Source: an optimization exercise on an open RTL-to-GDS flow (aim: small area). Production flows keep margins and buffers that such runs may drop. Only simulation tests tie the RTL to the original design; equivalence was not proved. Power is estimated from default activity; no workload was simulated.

**design/flow/config.mk**
```make
export PLATFORM = sky130hd
export DESIGN_NAME = vga_display
export DESIGN_NICKNAME = vga_display
export VERILOG_FILES = /design/flow/design.v
export SDC_FILE = /design/flow/constraint.sdc
export NUM_CORES = 4
export LEC_CHECK = 0
export CAP_MARGIN = 20
export CORE_MARGIN = 2
export CORE_UTILIZATION = 40
export SLEW_MARGIN = 20
```
**design/flow/run.sh**
```bash
#!/bin/bash
# synth_recipe.tcl (not shown) runs the flow's synth.tcl, then flattens the netlist and writes it again
# the make line also repeats each setting of config.mk as NAME=value (left out here)
make -C /OpenROAD-flow-scripts/flow DESIGN_CONFIG=/design/flow/config.mk WORK_HOME=/design/flow/orfs CLKGATE_MAP_FILE= SYNTH_SCRIPT=/design/flow/synth_recipe.tcl finish
```
**design/flow/design.v**
```verilog
module binary_to_segment(
	input [2:0] cpu_score,
	input [2:0] old_player_score,	 
	input [1:0] p,
	input started,
	output [6:0] seven_output,
	output [3:0] AN
	);
	wire [2:0] s = p[0] ? cpu_score : old_player_score;
	reg [6:0] seg;
	always @(*) begin
		case (s)
			3'd0: seg = 7'b0000001;
			3'd1: seg = 7'b1001111;
			3'd2: seg = 7'b0010010;
			3'd3: seg = 7'b0000110;
			3'd4: seg = 7'b1001100;
			3'd5: seg = 7'b0100100;
			3'd6: seg = 7'b0100000;
			default: seg = 7'b0001111;
		endcase
	end
	assign seven_output = (started & ~p[1]) ? seg : 7'b1111110;
	assign AN = ~started ? 4'b1111 :
		p == 2'd1 ? 4'b1110 :
		p == 2'd2 ? 4'b1101 :
		p == 2'd3 ? 4'b1011 : 4'b0111;
endmodule
module vga_controller_640_60 (
	input rst,
	input pixel_clk,
	input started,		 
	output HS,
	output VS,
	output visible,
	output reg [6:0] ht,
	output reg [3:0] ho,
	output reg [9:0] w
	);
	wire ho_max = ho[3] & ho[0];		 
	wire ho_zero = (ho == 4'd0);
	wire h_zero = ho_zero & (ht == 7'd0);
	wire h_end = ho_zero & (ht == 7'd80);	 
	always @(posedge pixel_clk) begin
		if (rst | h_end) begin
			ht <= 0;
			ho <= 0;
		end else if (ho_max) begin
			ho <= 0;
			ht <= ht + 1'b1;
		end else
			ho <= ho + 1'b1;
	end
	always @(posedge pixel_clk) begin
		if (rst) w <= 10'd4;
		else if (h_end) begin
			if (w == 10'd529) w <= 10'd4;
			else w <= w + 1'b1;
		end
	end
	assign HS = ~((ht == 7'd64 & ho_max) | (ht >= 7'd65 & ht <= 7'd73) | (ht == 7'd74 & ho <= 4'd4));
	assign VS = ~(h_zero ? (w == 10'd487 | w == 10'd488) : (w == 10'd486 | w == 10'd487));
	assign visible = h_zero ? (w == 10'd4 & ~started)
		: ((ht < 7'd64 | (ht == 7'd64 & ho_zero)) & w < 10'd484);
endmodule
module vga_display(
		input rst,  
		input clk,  
		input up,
		input down,
		input left,
		input right,
		input[2:0] R_control,
		input[2:0] G_control,
		input[1:0] B_control,
		output reg [2:0] R,
		output reg [2:0] G,
		output reg [1:0] B,
		output wire [6:0] seven_output,
		output wire [3:0] AN,
		output HS,
		output VS
		);
	reg [12:0] sc;
	wire tick = &sc;
	wire seg_step = &sc[10:0];
	reg started;
	always @(posedge clk) begin
		if (rst) begin
			sc <= 0;
			started <= 0;
		end else begin
			sc <= sc + 1'b1;
			if (seg_step) started <= 1'b1;
		end
	end
	reg [2:0] cs, ps, old_ps;
	always @(posedge clk)
		if (sc[12:11] != 2'd0) old_ps <= ps;
	binary_to_segment b2s(
		.cpu_score(cs),
		.old_player_score(old_ps),
		.p(sc[12:11]),
		.started(started),
		.seven_output(seven_output),
		.AN(AN));
	reg [1:0] next_state, state;
	reg [5:0] kp, kc, kx;
	reg [7:0] hy;
	reg xs, ys;
	wire bounce = ys ? (hy > 8'd225) : (hy < 8'd15);
	wire ys1 = ys ^ bounce;
	wire [7:0] hy1 = ys1 ? hy + 8'd5 : hy - 8'd5;
	wire [5:0] kx1 = xs ? kx + 1'b1 : kx - 1'b1;
	wire score_c = kx1 < 6'd2;
	wire score_p = kx1 > 6'd61;
	wire [7:0] hy1p2 = hy1 + 8'd2;
	wire [5:0] dp = hy1p2[7:2] - kp;
	wire [5:0] dc = hy1p2[7:2] - kc;
	wire hit_p = kx1 >= 6'd3 & kx1 <= 6'd5 & hy1p2[7:2] >= kp & dp < 6'd16;
	wire hit_c = kx1 == 6'd58 & hy1p2[7:2] >= kc & dc < 6'd16;
	wire xs1 = xs ^ (score_c | score_p | hit_p | hit_c);
	wire [7:0] cref = {kc, 2'b00} + 8'd32;
	wire c_gt = hy > cref;
	wire c_lt = hy < cref;
	always @(posedge clk) begin
		if (rst) begin
			next_state <= 0;
			state <= 0;
			kp <= 22;
			kc <= 22;
			kx <= 30;
			hy <= 100;
			xs <= 1;
			ys <= 1;
			cs <= 0;
			ps <= 0;
		end else if (tick) begin
			state <= next_state;
			next_state <= {down & ~up & ~left & ~right, up & ~down & ~left & ~right};
			if (state[0] & kp != 0) kp <= kp - 1'b1;
			else if (state[1] & kp < 6'd44) kp <= kp + 1'b1;
			if (xs) begin
				if (c_gt & kc < 6'd44) kc <= kc + 1'b1;
				else if (c_lt & kc != 0) kc <= kc - 1'b1;
			end else begin
				if (kc >= 6'd39) kc <= kc - 1'b1;
				else if (kc <= 6'd35) kc <= kc + 1'b1;
			end
			ys <= ys1;
			xs <= xs1;
			if (score_c | score_p) begin
				kx <= xs ? 6'd29 : 6'd31;
				hy <= ys1 ? 8'd105 : 8'd95;
			end else begin
				kx <= xs1 ? kx + 1'b1 : kx - 1'b1;
				hy <= hy1;
			end
			if (score_c) begin
				if (cs == 3'd7) begin cs <= 0; ps <= 0; end
				else cs <= cs + 1'b1;
			end
			if (score_p) begin
				if (ps == 3'd7) begin cs <= 0; ps <= 0; end
				else ps <= ps + 1'b1;
			end
		end
	end
	wire HS_i, VS_i, visible;
	wire [6:0] ht;
	wire [3:0] ho;
	wire [9:0] w;
	vga_controller_640_60 vc(
		.rst(rst),
		.pixel_clk(clk),
		.started(started),
		.HS(HS_i),
		.VS(VS_i),
		.visible(visible),
		.ht(ht),
		.ho(ho),
		.w(w));
	assign HS = HS_i;
	assign VS = VS_i;
	wire ho_zero = (ho == 4'd0);
	wire [8:0] by_d = w[9:1] - {1'b0, hy};
	wire ball = (ht == {1'b0, kx} | (ht == {1'b0, kx} + 1'b1 & ho_zero))
		& ((by_d >= 9'd2 & by_d <= 9'd6) | (by_d == 9'd7 & ~w[0]));
	wire [6:0] pd = w[9:3] - {1'b0, kp};
	wire [6:0] cd = w[9:3] - {1'b0, kc};
	wire prow = (pd >= 7'd1 & pd <= 7'd15) | (pd == 7'd16 & w[2:0] == 3'd0);
	wire crow = (cd >= 7'd1 & cd <= 7'd15) | (cd == 7'd16 & w[2:0] == 3'd0);
	wire player = prow & (ht == 7'd4 | ht == 7'd5 | (ht == 7'd6 & ho_zero));
	wire computer = crow & (ht == 7'd58 | ht == 7'd59 | (ht == 7'd60 & ho_zero));
	wire border = ht <= 7'd1 | (ht == 7'd2 & ho_zero) | ht >= 7'd62 | w >= 10'd464 | w <= 10'd24;
	wire endgame = (cs[2] & cs[1]) | (ps[2] & ps[1]);
	wire lit = ~rst & visible & ~endgame & (ball | player | computer | border);
	always @(posedge clk) begin
		R <= lit ? R_control : 3'd0;
		G <= lit ? G_control : 3'd0;
		B <= lit ? B_control : 2'd0;
	end
endmodule
```
**design/flow/constraint.sdc**
```tcl
create_clock -name core_clock -period 40.0 [get_ports {clk}]
set_input_delay 8.0000 -clock core_clock [delete_from_list [all_inputs] [get_ports {clk}]]
set_output_delay 8.0000 -clock core_clock [all_outputs]
set_load 0.01 [all_outputs]
```
==> run summary <==
## metrics by stage
stage | area (sq um) | worst slack [ps]
after detailed placement | 7190 | 29180
after global placement | 7180 | 29280
after CTS | 7480 | 28800
after global routing | 7480 | 28500
final | 7480 | 28790
after floorplan | 6700 | 29940
## critical path, stage by stage, from the launching register on
cell and delay [ps]:
dfxtp_1 350, inv_1 100, ha_1 160, nor3b_1 550, nand3_1 240, nor2_1 240, nand3_1 100, o21ai_0 90
a22oi_1 70, or4_1 460, clkdlybuf4s50_1 490
## sequential cells by signal, indices dropped and copies added (netlist names), 4 cells and up
name	flops
sc	13
vc.w	10
hy	8
vc.ht	7
kc	6
kp	6
kx	6
vc.ho	4
## area by class of cell
type | instances | share of cell area, %
Inverter | 65 | 3.26
Timing Repair Buffer | 37 | 4.78
Multi-Input combinational cell | 649 | 61.5
Sequential cell | 84 | 22.9
Clock inverter | 5 | 0.820
Tap cell | 220 | 3.68
Clock buffer | 11 | 3.11
## metal layers
| layer | up-vias | share of wire (%) |
|---|---|---|
| li1 | 2980 | - |
| met1 | 2619 | 50 |
| met2 | 110 | 44 |
| met3 | 23 | 3.9 |
| met4 | 0 | 2.5 |
| met5 | - | 0 |
## logic make-up after synthesis
family,Yosys count
and+or+nand+nor,302
AOI/OAI and AO/OA,180
buffers and inverters,102
DFF,84
adders and majority gates,76
xor gates and xnor gates,73
muxes,18
## worst paths after layout
path                         to           startpoint  depth (start not counted)
max                          VS  vc.ho[0]$_SDFF_PP0_                         10
min            sc[0]$_SDFF_PP0_     sc[0]$_SDFF_PP0_                          1
max reg2reg  kx[2]$_SDFFE_PP1P_   hy[7]$_SDFFE_PP0P_                         20
min reg2reg    sc[0]$_SDFF_PP0_     sc[0]$_SDFF_PP0_                          1
## power by group through the flow
| stage | clock network [mW] | registers, mW | logic (mW) |
|---|---|---|---|
| after floorplan | 0 | 0.0880 | 0.00345 |
| after global placement | 0 | 0.0877 | 0.00752 |
| after detailed placement | 0 | 0.0877 | 0.00752 |
| after CTS | 0.0889 | 0.0858 | 0.00757 |
| after global routing | 0.0919 | 0.0859 | 0.00836 |
| final | 0.0870 | 0.0858 | 0.00746 |
## layout by cell type, fill, tap and decap left out, drive strengths merged, types with 10 or more instances in the layout
| cell type | count |
|---|---|
| nor2b | 10 |
| a211oi | 11 |
| mux2i | 10 |
| nor4 | 18 |
| clkbuf | 11 |
| xor2 | 24 |
| nand2 | 56 |
| clkdlybuf4s50 | 33 |
| a21oi | 49 |
| o211ai | 14 |
| nand4 | 11 |
| dfxtp | 81 |
| nor3 | 23 |
| nand2b | 11 |
| inv | 66 |
| o21ai | 40 |
| nand3 | 29 |
| xnor2 | 49 |
| nor2 | 95 |
| or3 | 12 |
| ha | 71 |
==> impl_results.md <==
- Avg Cell Area, Syn: 8.03 sq um
- Final setup vio count: 0
- H-tree depth: 3
- Die ar.: 17800 sq um
- DIE WIDTH: 133 um
- Complex-gate fraction of the synthesized area: ~18%
- Sequential share of the synthesized area: about a quarter
- Initial antenna violation count: 0
- Net Sw Power: 0.0428 mW
- Pin count of the biggest net entering global routing: 45
- Xor/xnor share of the synthesized area: roughly a tenth
- Final min period: about 11000 ps
- GR met3 Demand/Resource: 2.93%
- Synthesized instance count: about 840
- Largest family of logic cells by synthesized area: simple AND/OR/NAND/NOR gates
- Clock latency (worst-skew pair): around 360 ps
- Most frequent cell after synthesis: nor2_1
- Mapped Nets: 925
- Setup TNS: 0 ps
- Max Slew Vio Count: 0
- Fillers: 1699
- R2R Setup Slk: 34610 ps
- Vias in the first global route: roughly 5300
- Synth unique cells: between 70 and 80
- Register area: approximately 1700 sq um
- Logic pwr share: under 10%
- Synth Area in Adders: 14.7%
- Finished Core Util: about 45%
- Worst path required time: about 32000 ps
- RSZ-0062 raised after global routing: no
- Final wirelength: around 16000 um
- Clock Tree Buf Depth: 2
- Max Cap Viol: 0
- Number of synthesized register bits: 84
- Top-area cell type share of the netlist area: 24.2%
- M2 GR Usage: between 20 and 30%
- Die height: between 100 and 150 um
- Half-perimeter wire length after detailed placement: 11400 um
- Top cell type by total area after synthesis: dfxtp_1
- Routing usage on met1: about a quarter
- Least-Margin Pin Slew: ~980 ps
- Nets: about 940
- Reg power frac: between 40% and 50%
- Static leakage: about 3.0 nW
- Fmax: just under 0.09 GHz
- Tot Pwr: 0.180 mW
- Post-cts resize count: 0
- # rows: between 40 and 50
- Layout cells sized above 1: between 4 and 5%
- Period utilization: between 20 and 30%
- CTS buffer count: 9
- I/O pin count: 35
- GRT Residual Overflow: 0
- Cells after DPL: between 1000 and 1500
- Power per cell area: 24.1 nW/um^2
- Synth top area cells: dfxtp_1 24%, ha_1 13%, xnor2_1 6.4%, nor2_1 5.3%, a21oi_1 3.7%
- Final ANT Viol Nets: 0
- Syn-to-layout area delta: 11.6%
- Crit Path Max Fanout: 5
- Synthesis Warnings: 3
- CP Data Arrival Time: approximately 3200 ps
- Status: no timing/DRC/antenna violations
- Clock Power Share: around half
- Worst hold path type: reg2reg
- Top FF cell, synth: dfxtp_1
- Worst IR drop on VDD: ~20 uV
- RD Place Congestion: just under 0.9
- Clk_skew: about 7.4 ps
- Startpoint types: flop
- CTS hold repair buffers: 0
- Final Hold Violating Endpoints: 0
- Core Region: roughly 16000 sq um
- Routed length per instance: roughly 15 um
- Drt via density: between 5 and 6
- Root buffer cell: clkbuf_16
- Wire length of the first global-routing pass: between 20000 and 30000 um
- Hold Slack: 445 ps
- All-Layer GR Usage: between 10% and 20%
- FFs w/ async S/R, synth: 0%
- Final Non-Filler Cells: ~1100
- Post CTS Setup Buffer Count: 0
- Port Buffers: 34
- CTS tree: done
- Initial Util: ~41%
- Mux contribution to synthesized area: between 3 and 4%
- Busiest grt layer: met2
- Worst-path clk slew: ~70 ps
- CTS Sinks: between 80 and 90
- # diodes: 0
- Netlist Area Pre-Place: 6700 sq um
- Switching Fraction: between 20% and 30%
- Area of the multi-input gates: 4600 sq um
- CP Class: reg2out
- Top cells by instance count after synthesis: 94 x nor2_1, 81 x dfxtp_1, 71 x ha_1, 65 x inv_1, 55 x nand2_1
- Detailed Routing Iterations Pass 1: 4
- Relative slew slack: 34.6%
- Crit. End Element: output pin
- Number of enable flip-flop cells after synthesis: 3
- Via count: approximately 5700
- Detailed router's first-iteration violation count: slightly below 300
- Simple-gate share of the synthesized area: a little under a quarter
- Cell-internal power: about 0.14 mW
- DRC: 0

[re-timing with driven ports]
Ports are ideal in the flow. The routed layout listed here was re-timed in OpenROAD. Step 1 sets driving cells, clkbuf_16 on the clock port and buf_2 on the other inputs (assumed; they add their load-dependent delay and slew). Step 2 adds t to the input delays and takes it off the output delays; t is the mean of the earliest and latest rising clock arrival at the registers after step 1. Input paths then give back, and output paths get back, about the clock's delay inside the block. a / b / c = no drivers / after step 1 / after step 2; a / b = the first two.
shift t [ns]: 0.399
setup WS [ns]: 28.789 / 28.746 / 29.144
latest minus earliest clock arrival (ns): 0.007 / 0.007
slew at the worst register clock pin (ns): 0.07 / 0.07
worst data-port slew with drivers (ns): 0.04
After both steps this run still meets setup and hold. The setup slack of this run moves by -0.043 ns with the drivers and by +0.355 ns with both steps.
